Context: an optimization exercise on an open-source flow, tuned for small area. The choices shown serve that exercise and are no tape-out recipe. Only simulation tests tie the RTL to the original design; equivalence was not proved. Power and IR drop assume default switching activity.

File: flow/run.sh
#!/bin/bash
# synth_recipe.tcl (not shown) runs the flow's synth.tcl, then flattens the netlist and writes it again
# the make line also repeats each setting of config.mk as NAME=value (left out here)
make -C /OpenROAD-flow-scripts/flow DESIGN_CONFIG=/design/flow/config.mk WORK_HOME=/design/flow/orfs CLKGATE_MAP_FILE= SYNTH_SCRIPT=/design/flow/synth_recipe.tcl finish
File: flow/config.mk
export PLATFORM = sky130hd
export DESIGN_NAME = safety_monitor
export DESIGN_NICKNAME = safety_monitor
export VERILOG_FILES = /design/flow/design.v
export SDC_FILE = /design/flow/constraint.sdc
export NUM_CORES = 4
export LEC_CHECK = 0
export CAP_MARGIN = 20
export CORE_MARGIN = 2
export CORE_UTILIZATION = 40
export PLACE_DENSITY = 0.6
export SLEW_MARGIN = 20
File: flow/constraint.sdc
create_clock -name core_clock -period 5.0 [get_ports {clk}]
set_input_delay 1.0000 -clock core_clock [delete_from_list [all_inputs] [get_ports {clk}]]
set_output_delay 1.0000 -clock core_clock [all_outputs]
set_load 0.01 [all_outputs]
File: flow/design.v
module reset_generator #(
    parameter [31:0] RESET_DELAY = 32'h00000010
)(
    input  rstn,
    input  clk,
    output reset_n
);
   reg  in_d1;
   reg  in_d2;
   reg  in_d3;
   reg  out_n;
   reg [5:0] div;
   wire clk_d2_en  = (div[0] == 1'b0);
   wire clk_d64_en = (div == 6'b011111);
   reg reset_delay;
   reg [31:0] count;
   assign reset_n = out_n & reset_delay;
   always @(posedge clk or negedge rstn) begin
      if(!rstn) begin
         div <= 6'd0;
      end else begin
         div <= div + 6'd1;
      end
   end
   always @(posedge clk or negedge rstn) begin
      if(!rstn) begin
         in_d1 <= 1'b0;
         in_d2 <= 1'b0;
         in_d3 <= 1'b0;
      end else if (clk_d2_en) begin
         in_d1 <= rstn;        
         in_d2 <= in_d1;        
         in_d3 <= in_d2;        
      end
   end
   always @(posedge clk or negedge rstn) begin
      if(!rstn) begin
         out_n <= 1'b0;
      end else if (clk_d2_en && in_d2 == in_d3) begin
         out_n <= in_d3;
      end
   end
   always @(posedge clk or negedge rstn) begin
      if(!rstn) begin
         count <= 0;
         reset_delay <= 0;
      end else if (clk_d64_en) begin
		         if (!reset_delay) begin
					 if (count > RESET_DELAY) begin
						 count <= 0;
						 reset_delay <= 1;
					 end else count <= count + 1;
				 end
      end
   end
endmodule
module reset_laser #(
    parameter [31:0] LASER_DELAY = 32'h00002000
)(
    input  rstn,
    input  clk,
    output reg laser_ready
);
   reg [31:0] count;
   always @(posedge clk or negedge rstn) begin
      if(!rstn) begin
         count <= 0;
         laser_ready <= 0;
      end else begin
		         if (!laser_ready) begin
					 if (count > LASER_DELAY) begin
						 count <= 0;
						 laser_ready <= 1;
					 end else count <= count + 1;
				 end
      end
   end
endmodule
module synchronizer( 
    input  rstn,
    input  srstn,
    input  clk,
    input  din,
    output reg dount
);
reg din_d;
always @(posedge clk or negedge rstn) begin
      if(!rstn) begin
         din_d <= 0;
         dount <= 0;
      end else if (!srstn) begin
         din_d <= 0;
         dount <= 0;
      end else begin
		           din_d <= din;
		           dount <= din_d;
			   end
   end
endmodule
module logic_check( 
    input           rstn,
    input           clk,
    input           clear_fail,
    input           laser_pulse_in,
    input           laser_ready,
    input [31:0]    pulse_width_lower_limit,
    input [31:0]    pulse_width_upper_limit,
    input [31:0]    rate_lower_limit,
    output reg      pulse_lower_limit_fail,
    output reg      pulse_upper_limit_fail,
    output reg      rate_lower_limit_fail,
    output reg      edge_detect_1st,
    output reg      edge_detect_2nd,
    output          width_limit_window,
    output reg      pulse_check,
    output reg      period_check,
    output reg      pulse_limit_check
);
parameter   IDLE         = 0,
            WIDTH_CHECK  = 1,
            RATE_CHECK   = 2, 
      CHECK_LOWER_WINDOW = 3, 
      CHECK_UPPER_WINDOW = 4, 
            DONE         = 5;
reg [3:0]  state,window_state,edge_detect_state;
reg        laser_pulse_d1,laser_pulse_d2,laser_pulse_d3,laser_pulse_d4,laser_pulse_d5;
reg [31:0] count,window_count;
reg pulse_width_limit_window;
reg [3:0] edge_count;
reg [31:0] pulse_width_lower_limit_d,pulse_width_upper_limit_d;
reg [15:0] clk_count;
wire pulse_en;
reg laser_pulse;
reg clear_fail_d1,clear_fail_d2,clear_fail_d3,clear_fail_d4,clear_fail_all;
assign width_limit_window = pulse_width_limit_window;
assign pulse_en = (clk_count[2:0] == 3'd3);
always @(posedge clk or negedge rstn) begin
      if (!rstn) begin
           clk_count <= 0;
      end else begin
                  clk_count <= clk_count + 1;
               end
end
always @(posedge clk or negedge rstn) begin
      if (!rstn) begin
           clear_fail_d1 <= 0;
           clear_fail_d2 <= 0;
           clear_fail_d3 <= 0;
           clear_fail_d4 <= 0;
      end else begin
                  clear_fail_d1 <= clear_fail;
                  clear_fail_d2 <= clear_fail_d1;
                  clear_fail_d3 <= clear_fail_d2;
				  clear_fail_d4 <= clear_fail_d3 | clear_fail_d2 | clear_fail_d1 | clear_fail;
               end
end
always @(posedge clk,negedge rstn)
begin
    if (!rstn) begin
        laser_pulse <= 0;     
    end else if (pulse_en) begin
                laser_pulse <= laser_pulse_in & laser_ready;
              end
end
always @(posedge clk,negedge rstn)
begin
    if (!rstn) begin
        laser_pulse_d1 <= 0;     
        edge_detect_1st <= 0;    
        edge_detect_2nd <= 0;   
        edge_count <= 0;   
        edge_detect_state <= IDLE;
    end else if (pulse_en) begin
                laser_pulse_d1 <= laser_pulse;
                case(edge_detect_state)
                     IDLE : begin
						         edge_detect_2nd <= 0;
								 if (!laser_pulse_d1 & laser_pulse) begin
									 edge_detect_1st <= 1; 
									 edge_detect_state <= DONE;
								 end
                            end
                     DONE : begin
						         edge_detect_1st <= 0; 
                                 if (laser_pulse_d1 & !laser_pulse) begin
									 edge_detect_2nd <= 1;
									 edge_detect_state <= IDLE;
								 end
                            end
                endcase
            end
end
always @(posedge clk,negedge rstn)
begin
    if (!rstn) begin
        count <= 0;  
        pulse_lower_limit_fail <= 0;
        pulse_upper_limit_fail <= 0;
        rate_lower_limit_fail <= 0;
        pulse_check <= 0;
        period_check <= 0;
		pulse_limit_check <= 0;
		clear_fail_all <= 0;
        state <= IDLE;
    end else if (pulse_en) begin
                clear_fail_all <= clear_fail_d4;		
                case(state)
                     IDLE : begin
                                if (edge_detect_1st) begin
                                     count <= count + 2;
                                     state <= WIDTH_CHECK;
							    end else count <= 0;
                            end
               WIDTH_CHECK: begin
				   				pulse_check <= 1;
				                period_check <= 0;
				                count <= count + 1;
                                if (count > 32'h2f5) pulse_limit_check <= 1;     
                                if (!laser_pulse_d1) begin
									pulse_limit_check <= 0; 
                                    if (count > pulse_width_upper_limit) begin     
                                        pulse_upper_limit_fail <= 1;
                                        state <= DONE;
                                    end else begin
												if (count < pulse_width_lower_limit) begin     
													pulse_lower_limit_fail <= 1;
													state <= DONE;
												end else state <= RATE_CHECK;
											 end
                                end  
                            end
               RATE_CHECK: begin
				                pulse_check <= 0;
				                period_check <= 1;
								pulse_limit_check <= 0;
								if (count == 32'h013123) pulse_limit_check <= 1;     
                                if (laser_pulse_d1) begin
									pulse_limit_check <= 0; 
                                    if (count < rate_lower_limit) begin              
                                        rate_lower_limit_fail <= 1;
                                        state <= DONE;
                                    end else begin
									             count <= 1;
									             state <= WIDTH_CHECK;
										     end
                                end else begin
											if (count > rate_lower_limit) begin
												count <= 0;
												state <= IDLE;
											end else count <= count + 1;
										 end
                            end
                     DONE : begin
                                if (pulse_lower_limit_fail | pulse_upper_limit_fail | rate_lower_limit_fail) begin
                                    if (clear_fail_all) begin
                                        count <= 0;
                                        pulse_lower_limit_fail <= 0;
                                        pulse_upper_limit_fail <= 0;
                                        rate_lower_limit_fail <= 0;
                                        state <= IDLE;
                                    end
                                end 
                            end
                endcase
            end
end
always @(posedge clk,negedge rstn)
begin
    if (!rstn) begin
        window_count <= 0;
        pulse_width_lower_limit_d <= 0;
        pulse_width_upper_limit_d <= 0;
        pulse_width_limit_window <= 0;
        window_state <= IDLE;
    end else if (pulse_en) begin
		        pulse_width_lower_limit_d <= pulse_width_lower_limit;
		        pulse_width_upper_limit_d <= pulse_width_upper_limit;
                case(window_state)
                     IDLE : begin
                                if (edge_detect_1st) begin
                                    window_count <= window_count + 1;
                                    window_state <= CHECK_LOWER_WINDOW;
                                end
                            end
        CHECK_LOWER_WINDOW: begin
                                window_count <= window_count + 1;
                                if (window_count == pulse_width_lower_limit_d) begin
									pulse_width_limit_window <= 1;
                                    window_state <= CHECK_UPPER_WINDOW;
                                end 
                            end
        CHECK_UPPER_WINDOW: begin
                                if (window_count == pulse_width_upper_limit_d) begin
                                    window_count <= 0;
                                    pulse_width_limit_window <= 0;
                                    window_state <= IDLE;
                                end else begin
                                              window_count <= window_count + 1;
                                         end
                            end
                endcase
            end
end
endmodule
module limit_check( 
    input        rstn,
    input        clk,
    input        clear_fail,
    input        laser_pulse,
    input        laser_ready,
    input [31:0] pulse_width_lower_limit,
    input [31:0] pulse_width_upper_limit,
    input [31:0] rate_lower_limit,	
    output       pulse_lower_limit_fail,
    output       pulse_upper_limit_fail,
    output       rate_lower_limit_fail,
    output       width_limit_window,
	output       edge_detect_1st,
    output       edge_detect_2nd,
	output       pulse_check,
    output       period_check,
    output       pulse_limit_check
);
logic_check logic_check( 
    .rstn                     (rstn),
    .clk                      (clk),
    .clear_fail               (clear_fail),
    .laser_pulse_in           (laser_pulse),
    .laser_ready              (laser_ready),
    .pulse_width_lower_limit  (pulse_width_lower_limit),
    .pulse_width_upper_limit  (pulse_width_upper_limit),
    .rate_lower_limit         (rate_lower_limit),
    .pulse_lower_limit_fail   (pulse_lower_limit_fail),
    .pulse_upper_limit_fail   (pulse_upper_limit_fail),
    .rate_lower_limit_fail    (rate_lower_limit_fail),
    .width_limit_window       (width_limit_window),
    .edge_detect_1st          (edge_detect_1st),
    .edge_detect_2nd          (edge_detect_2nd),
    .pulse_check              (pulse_check),
    .period_check             (period_check),
    .pulse_limit_check        (pulse_limit_check)
);
endmodule
module adc_control( 
    input              rstn,
    input              srstn,
    input              clk,
    input              laser_pulse,
    input              clear_peak_power,
    input              adc_sdo,
    output             adc_sck,
    output reg         adc_convert,
	output reg         adc_data_valid,
    output reg [15:0] adc_data_value,
    output reg [15:0] peak_power_value,
    output reg [15:0] cw_power_value,
    output reg         start_timer,
	output             laser_pulse_delay
) ;
parameter   CONVERT_DELAY = 16'd3000;
parameter   SAMPLE = 16'd10;
parameter   INIT        = 4'd0,
            IDLE        = 4'd1,
            CONVERT     = 4'd2, 
            SCK_HIGH    = 4'd3, 
            SCK_LOW     = 4'd4, 
            CAPTURE     = 4'd5,
            SEND_HIBYTE = 4'd6,
            WAIT        = 4'd7,
            SEND_LOBYTE = 4'd8,
            REPEAT      = 4'd9,
            DONE        = 4'd10,
            PWRUP       = 4'd11;
reg [3:0] state,capture_state;
reg [7:0] convert_count;
reg [7:0] count;
reg [11:0] voltage_data;
reg [11:0] current_data;
reg [15:0] adc_voltage_data_temp,adc_voltage_data_temp_d;
reg [3:0] sck_count;
reg [3:0] index;
reg [7:0] cycle_count;
reg [15:0] wait_timer,sample_count;
reg [15:0] adc_data_value_old;
reg [15:0] adc_data_value_final;
reg [15:0] power_up_count;
reg data_ready;
reg adc_sck_temp;
reg adc_data_valid_temp,adc_data_valid_temp_d;
reg laser_pulse_d1,laser_pulse_d2,laser_pulse_d3,laser_pulse_d4,laser_pulse_d5;
assign adc_sck = adc_sck_temp & data_ready;
assign laser_pulse_delay = laser_pulse_d2;
always @(posedge clk,negedge rstn)
begin
    if (!rstn) begin
        adc_convert <= 0;     
        convert_count <= 0; 
        sample_count <= 0;		
        data_ready <= 0;     
        adc_sck_temp <= 0;     
        sck_count <= 0;     
        cycle_count <= 0;     
        wait_timer <= 0;     
        start_timer <= 0;     
        laser_pulse_d1 <= 0;     
        laser_pulse_d2 <= 0;     
        laser_pulse_d3 <= 0;     
        laser_pulse_d4 <= 0;     
        laser_pulse_d5 <= 0;     
        power_up_count <= 0;     
        state <= PWRUP;     
    end else if (!srstn) begin
        adc_convert <= 0;     
        convert_count <= 0; 
        sample_count <= 0;		
        data_ready <= 0;     
        adc_sck_temp <= 0;     
        sck_count <= 0;     
        cycle_count <= 0;     
        wait_timer <= 0;     
        start_timer <= 0;     
        laser_pulse_d1 <= 0;     
        laser_pulse_d2 <= 0;     
        laser_pulse_d3 <= 0;     
        laser_pulse_d4 <= 0;     
        laser_pulse_d5 <= 0;     
        power_up_count <= 0;     
        state <= PWRUP;     
    end else begin
		      laser_pulse_d1 <= laser_pulse;
		      laser_pulse_d2 <= laser_pulse_d1;
		      laser_pulse_d3 <= laser_pulse_d2;
		      laser_pulse_d4 <= laser_pulse_d3;
		      laser_pulse_d5 <= laser_pulse_d4;
                    case (state)
                          PWRUP : begin
									if (power_up_count > 16'hfff0) begin
										power_up_count <= 0;
									    state <= INIT;
								    end else power_up_count <= power_up_count + 1;
                                 end
                          INIT : begin
                                    data_ready <= 0;
									if (!laser_pulse_d5 && laser_pulse) begin
										wait_timer <= 0;
										start_timer <= 1;
									    state <= IDLE;
								    end
                                 end
                          IDLE : begin
									if (wait_timer > CONVERT_DELAY) begin
											wait_timer <= 0;
											start_timer <= 0; 
											adc_convert <= 0;
											state <= CONVERT;
									end else begin
											        wait_timer <= wait_timer + 1;
												    adc_convert <= 1;
											 end
                                 end
                       CONVERT : begin
                                    if (convert_count > 20) begin
                                        adc_convert <= 0;
                                        convert_count <= 0;
                                        data_ready <= 1;
                                        state <= SCK_HIGH;
                                    end else convert_count <= convert_count + 1;                                       
                                 end
                      SCK_HIGH : begin
                                    adc_sck_temp <= 1;
                                    state <= SCK_LOW;
                                 end
                       SCK_LOW : begin
                                    adc_sck_temp <= 0;
                                    if (sck_count > 12) data_ready <= 0;
                                    if (sck_count > 13) adc_convert <= 1;
                                    if (sck_count > 14) begin
                                        sck_count <= 0;
									    state <= REPEAT;
                                    end else begin
                                                sck_count <= sck_count + 1;
                                                state <= SCK_HIGH;
                                             end
                                 end
                        REPEAT : begin
									if (sample_count > SAMPLE) begin
										sample_count <= 0;
										state <= DONE;
									end else begin
										        sample_count <= sample_count + 1;
											    state <= CONVERT;
										 end
                                 end
                          DONE : begin
									if (laser_pulse_d2 && !laser_pulse_d1) state <= INIT;
                                 end
                    endcase
        end
end
always @(posedge clk,negedge rstn)
begin
    if (!rstn) begin
        index <= 13;     
        count <= 0;     
        adc_data_valid_temp <= 0; 
        adc_voltage_data_temp <= 0;    
        voltage_data <= 0;     
        capture_state <= IDLE;
    end else if (!srstn) begin
        index <= 13;     
        count <= 0;     
        adc_data_valid_temp <= 0; 
        adc_voltage_data_temp <= 0;    
        voltage_data <= 0;     
        capture_state <= IDLE;
    end else if (adc_sck_temp) begin
                case(capture_state)
                        IDLE : begin
                                    adc_data_valid_temp <= 0;
                                    adc_voltage_data_temp <= 0;
                                    if (data_ready) capture_state <= CAPTURE;
                               end
                     CAPTURE : begin  
                                    if (index < 12) voltage_data[index] <= adc_sdo;    
                                    if (count > 12) begin
                                        index <= 13;
                                        count <= 0;
                                        capture_state <= DONE;
                                    end else begin
                                                index <= index - 1;
                                                count <= count + 1;
                                             end
                              end
                       DONE : begin  
                                    adc_data_valid_temp <= 1;
                                    adc_voltage_data_temp <= {4'h0,voltage_data};
                                    capture_state <= IDLE;
                              end
                endcase
            end
end
always @(posedge clk,negedge rstn)
begin
    if (!rstn) begin
        peak_power_value <= 0;
		cw_power_value <= 0;
        adc_data_valid_temp_d <= 0;     
        adc_voltage_data_temp_d <= 0;     
        adc_data_value_final <= 16'h0;     
        adc_data_value_old <= 16'h0;     
        adc_data_value <= 16'h0;     
        adc_data_valid <= 0;     
    end else if (!srstn) begin
        peak_power_value <= 0;
		cw_power_value <= 0;
        adc_data_valid_temp_d <= 0;     
        adc_voltage_data_temp_d <= 0;     
        adc_data_value_final <= 16'h0;     
        adc_data_value_old <= 16'h0;     
        adc_data_value <= 16'h0;     
        adc_data_valid <= 0;     
    end else begin
				 adc_data_valid_temp_d <= adc_data_valid_temp;
				 adc_voltage_data_temp_d <= adc_voltage_data_temp;
				 if (clear_peak_power) peak_power_value <= 0;
				 if (laser_pulse) peak_power_value <= adc_data_value_final;
				 if (!adc_data_valid_temp_d & adc_data_valid_temp) begin
				     adc_data_valid <= 1;
					 adc_data_value <= adc_voltage_data_temp;
					 adc_data_value_old <= adc_voltage_data_temp;
					 adc_data_value_final <= (adc_voltage_data_temp + adc_data_value_old)/2;
				 end else begin
								adc_data_value <= 0;
								adc_data_valid <= 0;
						  end
             end
end
endmodule
module power_peak_check( 
    input         rstn,
    input         srstn,
    input         clk,
    input         laser_pulse,
    input         clear_power_fail,
    input          adc_data_valid,
    input [15:0]  adc_data_value,
    input [15:0]  adc_data_old_value,
    input [15:0]  peak_power_value,
    input [15:0]  cw_power_value,
    input [15:0]  cw_current_limit,
    input [15:0]  drive_current_limit,
    output reg    cw_current_limit_fail,
    output reg    power_peak_current_limit_fail
);
parameter   IDLE  = 0,
            CHECK = 1, 
            DONE  = 2;
reg [3:0] state;
reg [15:0] adc_data_d1;
reg [15:0] peak_power_value_d1,peak_power_value_d2;
reg [15:0] cw_power_value_d1,cw_power_value_d2;
reg [15:0] cw_current_limit_d1,cw_current_limit_d2;
reg [15:0] drive_current_limit_d1,drive_current_limit_d2;
reg adc_data_valid_d1;
reg laser_pulse_d1;
always @(posedge clk,negedge rstn)
begin
    if (!rstn) begin
        drive_current_limit_d1 <= 0;     
        drive_current_limit_d2 <= 0;     
        cw_current_limit_d1 <= 0;     
        cw_current_limit_d2 <= 0;     
        cw_power_value_d1 <= 0;     
        cw_power_value_d2 <= 0;     
        peak_power_value_d1 <= 0;     
        peak_power_value_d2 <= 0;     
        adc_data_valid_d1 <= 0;     
        adc_data_d1 <= 0;     
        laser_pulse_d1 <= 0;     
        cw_current_limit_fail <= 0;     
        power_peak_current_limit_fail <= 0;     
	    state <= IDLE;
    end else if (!srstn) begin
        drive_current_limit_d1 <= 0;     
        drive_current_limit_d2 <= 0;     
        cw_current_limit_d1 <= 0;     
        cw_current_limit_d2 <= 0;     
        cw_power_value_d1 <= 0;     
        cw_power_value_d2 <= 0;     
        peak_power_value_d1 <= 0;     
        peak_power_value_d2 <= 0;     
        adc_data_valid_d1 <= 0;     
        adc_data_d1 <= 0;     
        laser_pulse_d1 <= 0;     
        cw_current_limit_fail <= 0;     
        power_peak_current_limit_fail <= 0;     
	    state <= IDLE;
    end else begin
                laser_pulse_d1 <= laser_pulse;
                drive_current_limit_d1 <= drive_current_limit;
                drive_current_limit_d2 <= drive_current_limit_d1;
                cw_current_limit_d1 <= cw_current_limit;
                cw_current_limit_d2 <= cw_current_limit_d1;
                peak_power_value_d1 <= peak_power_value;
                peak_power_value_d2 <= peak_power_value_d1;
                cw_power_value_d1 <= cw_power_value;
                cw_power_value_d2 <= cw_power_value_d1;
                adc_data_valid_d1 <= adc_data_valid;
                adc_data_d1 <= adc_data_old_value;
				case (state)
						IDLE : begin
									if (!laser_pulse_d1 & laser_pulse) state <= CHECK;
							   end
				   	   CHECK : begin
									if (peak_power_value > drive_current_limit_d1) begin
										state <= DONE;
										power_peak_current_limit_fail <= 1;
									end
							   end
						DONE : begin
									if (clear_power_fail) begin
										state <= IDLE;
										cw_current_limit_fail <= 0;
										power_peak_current_limit_fail <= 0;
									end
							   end
				endcase
            end
end
endmodule
module power_peak_check_top( 
    input            rstn,
    input            srstn,
    input            clk,
    input            laser_pulse,
    input            clear_power_fail,
    input            clear_peak_power,
    input            adc_sdo,
    output           adc_sck,
    output           adc_convert,
    input [15:0]    cw_current_limit,
    input [15:0]    drive_current_limit,
    output           adc_data_valid,
    output [15:0]   adc_data_value,
    output [15:0]   peak_power_value,
    output [15:0]   cw_power_value,
    output           cw_current_limit_fail,
    output           power_peak_current_limit_fail,
    output           start_timer,
	output           laser_pulse_delay
);
adc_control adc_control( 
    .rstn      			(rstn),
    .srstn      			(srstn),
    .clk       			(clk),
    .laser_pulse 		(laser_pulse),
    .clear_peak_power 	(clear_peak_power),
    .adc_sdo 			(adc_sdo),
    .adc_sck 			(adc_sck),
    .adc_convert 		(adc_convert),
    .adc_data_valid 	(adc_data_valid),
    .adc_data_value 	(adc_data_value),
    .peak_power_value   (peak_power_value), 
    .cw_power_value     (cw_power_value),
    .start_timer        (start_timer),
    .laser_pulse_delay  (laser_pulse_delay)
);
power_peak_check power_peak_check( 
    .rstn      						(rstn),
    .srstn      						(srstn),
    .clk       						(clk),
    .laser_pulse 		            (laser_pulse),
    .clear_power_fail 	            (clear_power_fail),
    .adc_data_valid 				(adc_data_valid),
    .adc_data_value 				(adc_data_value),
    .adc_data_old_value 			(16'h0),
    .peak_power_value              (peak_power_value), 
    .cw_power_value                (cw_power_value), 
    .cw_current_limit 		        (cw_current_limit),
    .cw_current_limit_fail     	    (cw_current_limit_fail),
    .drive_current_limit 		    (drive_current_limit),
    .power_peak_current_limit_fail 	(power_peak_current_limit_fail)
);
endmodule
module safety_monitor (
    input         clk,
    input         rstn,                          
    input         laser_pulse,                   
    input         adc_sdo,                       
    input  [31:0] pulse_width_lower_limit,       
    input  [31:0] pulse_width_upper_limit,
    input  [31:0] rate_lower_limit,
    input  [15:0] drive_current_limit,
    input  [2:0]  dynamic_control,               
    output        ta_shutdown,
    output        pulse_lower_limit_fail,
    output        pulse_upper_limit_fail,
    output        rate_lower_limit_fail,
    output        power_peak_current_limit_fail,
    output        adc_sck,
    output        adc_convert,
    output        start_timer,
    output        adc_data_valid,
    output [15:0] adc_data_value,
    output [15:0] peak_power_value
);
wire reset_n;
wire laser_ready;
wire buf_laser_pulse;
wire clear_fail       = dynamic_control[0];
wire clear_power_fail = dynamic_control[1] | dynamic_control[0];
wire clear_peak_power = dynamic_control[2];
assign ta_shutdown = pulse_lower_limit_fail | pulse_upper_limit_fail | rate_lower_limit_fail | power_peak_current_limit_fail;
reset_generator reset_generator (
    .rstn      (rstn),
    .clk       (clk),
    .reset_n   (reset_n)
);
reset_laser reset_laser (
    .rstn          (rstn),
    .clk           (clk),
    .laser_ready   (laser_ready)
);
synchronizer synchronizer (
    .rstn      (rstn),
    .srstn     (reset_n),
    .clk       (clk),
    .din       (laser_pulse),
    .dount     (buf_laser_pulse)
);
limit_check limit_check (
    .rstn                               (rstn),
    .clk                                (clk),
    .clear_fail                         (clear_fail),
    .laser_pulse                        (buf_laser_pulse),
    .laser_ready                        (laser_ready),
    .pulse_width_lower_limit            (pulse_width_lower_limit),
    .pulse_width_upper_limit            (pulse_width_upper_limit),
    .rate_lower_limit                   (rate_lower_limit),
    .pulse_lower_limit_fail             (pulse_lower_limit_fail),
    .pulse_upper_limit_fail             (pulse_upper_limit_fail),
    .rate_lower_limit_fail              (rate_lower_limit_fail),
    .width_limit_window                 (),
    .edge_detect_1st                    (),
    .edge_detect_2nd                    (),
    .pulse_check                        (),
    .period_check                       (),
    .pulse_limit_check                  ()
);
power_peak_check_top power_peak_check_top (
    .rstn                           (rstn),
    .srstn                          (reset_n),
    .clk                            (clk),
    .laser_pulse                    (buf_laser_pulse),
    .clear_power_fail               (clear_power_fail),
    .clear_peak_power               (clear_peak_power),
    .adc_sdo                        (adc_sdo),
    .adc_sck                        (adc_sck),
    .adc_convert                    (adc_convert),
    .adc_data_valid                 (adc_data_valid),
    .adc_data_value                 (adc_data_value),
    .peak_power_value               (peak_power_value),
    .cw_power_value                 (),
    .cw_current_limit               (16'h0),
    .cw_current_limit_fail          (),
    .drive_current_limit            (drive_current_limit),
    .power_peak_current_limit_fail  (power_peak_current_limit_fail),
    .start_timer                    (start_timer),
    .laser_pulse_delay              ()
);
endmodule
==> flow_metrics.tcl <==
set metrics [dict create \
    status "complete, no violations" \
    ys_top_cells_by_area "dfrtp_1 (43%), ha_1 (11%), o21ai_0 (4.0%)" \
    hp-class "flop to flop" \
    grt_pass1_wl_um 73000 \
    fin_tns_setup_ns 0 \
    rows 76 \
    synth_top_cell_area_share_pct 43.3 \
    rsz0062_at_grt "false" \
    post_cts_buffers 0 \
    grt-ovfl-total 0 \
    fillers 4024 \
    yosysMostFrequentCell "dfrtp_1" \
    grt_use_total_pct 20.1 \
    final_area_mm2 0.0208 \
    setup_ws_ns 1.40 \
    max_cap_viol_count 0 \
    use_met1_pct 26.4 \
    synth_edf_count 0 \
    r2r_setup_slack_ns 1.69 \
    syn_inst 1874 \
    viasPerCell 5.41 \
    power_density_mw_per_mm2 268 \
    worstSetupEndpointType "flop" \
    max-slew-margin-rel_pct 31.2 \
    start_util_pct 40.5 \
    clock.fmax_mhz 278 \
    drtIter0Drc 773 \
    skew_ns 0.0159 \
    via_count 14227 \
    grt_use_met3_pct 3.13 \
    ir_drop_v 0.000230 \
    dpl_worst_slack_ns 0.857 \
    ys_dominant_reg_cell "dfrtp_1" \
    crit_type "input port to flop" \
    die_x_um 213 \
    synth_area_mm2 0.0175 \
    startpoint_type "input port" \
    crit_family "simple AND/OR/NAND/NOR gates" \
    busiest_layer "met2" \
    drcViolationCount 0 \
    ys_ff_latch 310 \
    fin_crit_sh_pct 72.0 \
    first_pass_iters 6 \
    whs_ns 0.380 \
    antenna_found_initial 1 \
    synthArstFlopShare_pct 100 \
    drive_gt1_share_pct 6.27 \
    wirelength_um 45100 \
    crit_fanout 11 \
    clkTransAtPathRegs_ns 0.06 \
    setup_viol 0 \
    die_h_um 213 \
    area_growth_pct 19.0 \
    grt_pass1_vias 13855 \
    cts_buffer_depth 3 \
    crit_required_ns 5.40 \
    cp.arrival_ns 4.00 \
    slowest_stage "nor4_1" \
    synth_seq_area_share_pct 44.4 \
    fp.dieArea_mm2 0.0454 \
    cts_tree "built" \
    hold_viol 0 \
    hpwl_um 32700 \
    grt_max_degree 96 \
    hold_buffers 0 \
    timing.final.crit_period_ns 3.60 \
    cts_resized 0 \
    cts_buffers 37 \
    htreeDepth 2 \
    path_cells "clkdlybuf4s50_1 -> inv_1 -> ha_1 -> nand4_1 -> nor4_1 -> nand2b_1 -> a31o_2 -> a31oi_4 -> nand2_1 -> nor2_2 -> nor3b_2" \
    io_pins 160 \
    synth_top_cell_by_area "dfrtp_1" \
    gp_congestion 0.915 \
    cp_slowest_stage_delay_ns 0.59 \
    slew_viol_final 0 \
    ant_nets 0 \
    ys.warnings.count 6 \
    wire_per_inst_um 17.2 \
    use_met2_pct 33.1 \
    cts.sinks 310 \
    ctsRootBufferMaster "clkbuf_16" \
    syn_area_per_cell_um2 9.34 \
    nets 2282 \
    clock_latency_ns 0.55 \
    tightest_slew_ns 1.03 \
    placed_area_mm2 0.0195 \
    synth_cell_type_count 96 \
    multi_input_area_mm2 0.00876 \
    cp_num_buf_inv 2 \
    seqCellArea_mm2 0.00777 \
    p_leak_nw 9.90 \
    core_area_mm2 0.0432 \
    io_buffers 151 \
    synth_commonest_cells "dfrtp_1 (303), inv_1 (167), nor2_1 (156)" \
    diodes 0 \
]
## where the power goes
part           leakage [nW]  switching [mW]  internal, mW
sequential             4.23         0.00185          2.51
combinational          5.04           0.118         0.114
clock                 0.632            1.08          1.76
## through the flow
stage	util [%]	instances	power (mW)
floorplan	-	1881	2.63
global placement	45.3	2561	2.79
detailed placement	45.3	2561	2.80
CTS	48.2	2628	5.66
global route	48.2	2628	5.79
finish	48.2	2628	5.59
## layout by cell type, fill, tap and decap left out, types with 6 or more instances in the layout
master,instances
dfrtp_1,303
inv_1,167
nor2_1,156
clkdlybuf4s50_1,150
ha_1,147
o21ai_0,140
a21oi_1,130
nand2_1,120
and3_1,69
nand3_1,62
and2_1,50
nand4_1,41
clkbuf_16,39
a31oi_1,33
a21o_1,33
nor3_1,32
a22o_1,27
nor4_1,26
nor2b_1,21
nand2b_1,20
xor2_1,15
o31ai_1,13
o21ai_1,13
buf_4,13
xnor2_1,12
a22oi_1,12
o21a_1,10
o22ai_1,9
a211oi_1,8
o211ai_1,8
conb_1,8
a41oi_1,7
clkinv_2,7
clkbuf_1,7
dfstp_2,7
and4_1,6
## worst paths after layout
kind | start | end | cells past startpoint
setup / recovery | rate_lower_limit[27] | limit_check.logic_check.count[23] | 11
setup reg to reg | limit_check.logic_check.count[0] | limit_check.logic_check.count[23] | 10
hold / removal | limit_check.logic_check.clear_fail_d1 | limit_check.logic_check.clear_fail_d2 | 0
hold reg to reg | limit_check.logic_check.clear_fail_d1 | limit_check.logic_check.clear_fail_d2 | 0
min in group asynchronous | rstn | reset_generator.count[19] | 1
max in group asynchronous | rstn | power_peak_check_top.adc_control.sample_count[7] | 2
## layer usage
layer / wire [µm] / up-vias
li1: - / 6951
met1: 20300 / 6882
met2: 21000 / 307
met3: 2110 / 85
met4: 1640 / 2
met5: 19 / -
## state kept, by name (all words and copies together) (netlist names), 4 cells and up, named ones only
name	cells
limit_check.logic_check.count	32
power_peak_check_top.adc_control.adc_data_value	12
power_peak_check_top.adc_control.adc_data_value_final	12
power_peak_check_top.adc_control.adc_data_value_old	12
power_peak_check_top.adc_control.adc_voltage_data_temp	12
power_peak_check_top.adc_control.convert_count	8
power_peak_check_top.adc_control.count	8
power_peak_check_top.adc_control.index	4
power_peak_check_top.adc_control.peak_power_value	12
power_peak_check_top.adc_control.power_up_count	16
power_peak_check_top.adc_control.sample_count	16
power_peak_check_top.adc_control.sck_count	4
power_peak_check_top.adc_control.state	4
power_peak_check_top.adc_control.voltage_data	12
power_peak_check_top.adc_control.wait_timer	16
power_peak_check_top.power_peak_check.drive_current_limit_d1	16
reset_generator.count	32
reset_generator.div	6
reset_laser.count	32
## final cells by class
class / count / share of cell area (%)
Clock buffer: 51 / 5.14
Clock inverter: 16 / 1.05
Inverter: 168 / 3.03
Multi-Input combinational cell: 1332 / 42.0
Sequential cell: 310 / 37.3
Tap cell: 585 / 3.51
Timing Repair Buffer: 166 / 7.94
## kinds of logic after synthesis
group | Yosys count | synth area share [%]
and+or+nand+nor | 641 | 18.9
AOI/OAI and AO/OA | 501 | 18.5
DFF | 310 | 44.4
buffers and inverters | 239 | 5.79
adders and majority gates | 148 | 10.6
xor gates and xnor gates | 27 | 1.35
muxes | 7 | 0.436
other | 1 | 0.0214

## port drivers added, routing unchanged
Ports are ideal in the flow. The routed layout listed here was re-timed in OpenROAD.
Step 1, drivers: a clkbuf_16 drives clk and a buf_2 each remaining input, both assumed.
Step 2 adds t to the input delays and takes it off the output delays; t is the mean of the earliest and latest rising clock arrival at the registers after step 1. Input paths then give back, and output paths get back, about the clock's delay inside the block.
Three values: ideal, step 1, step 2; two values: the first two.
t (ns): 0.589
slack for setup (ns): 1.400 / 1.425 / 0.836
clock arrival spread, ns: 0.020 / 0.020
worst slew at a driven data input, ns: 0.09
cell pins on the clock port's net: 1
After both steps this run still meets setup and hold. For this run, drivers alone change the setup slack by +0.025 ns; drivers and shift together by -0.564 ns.
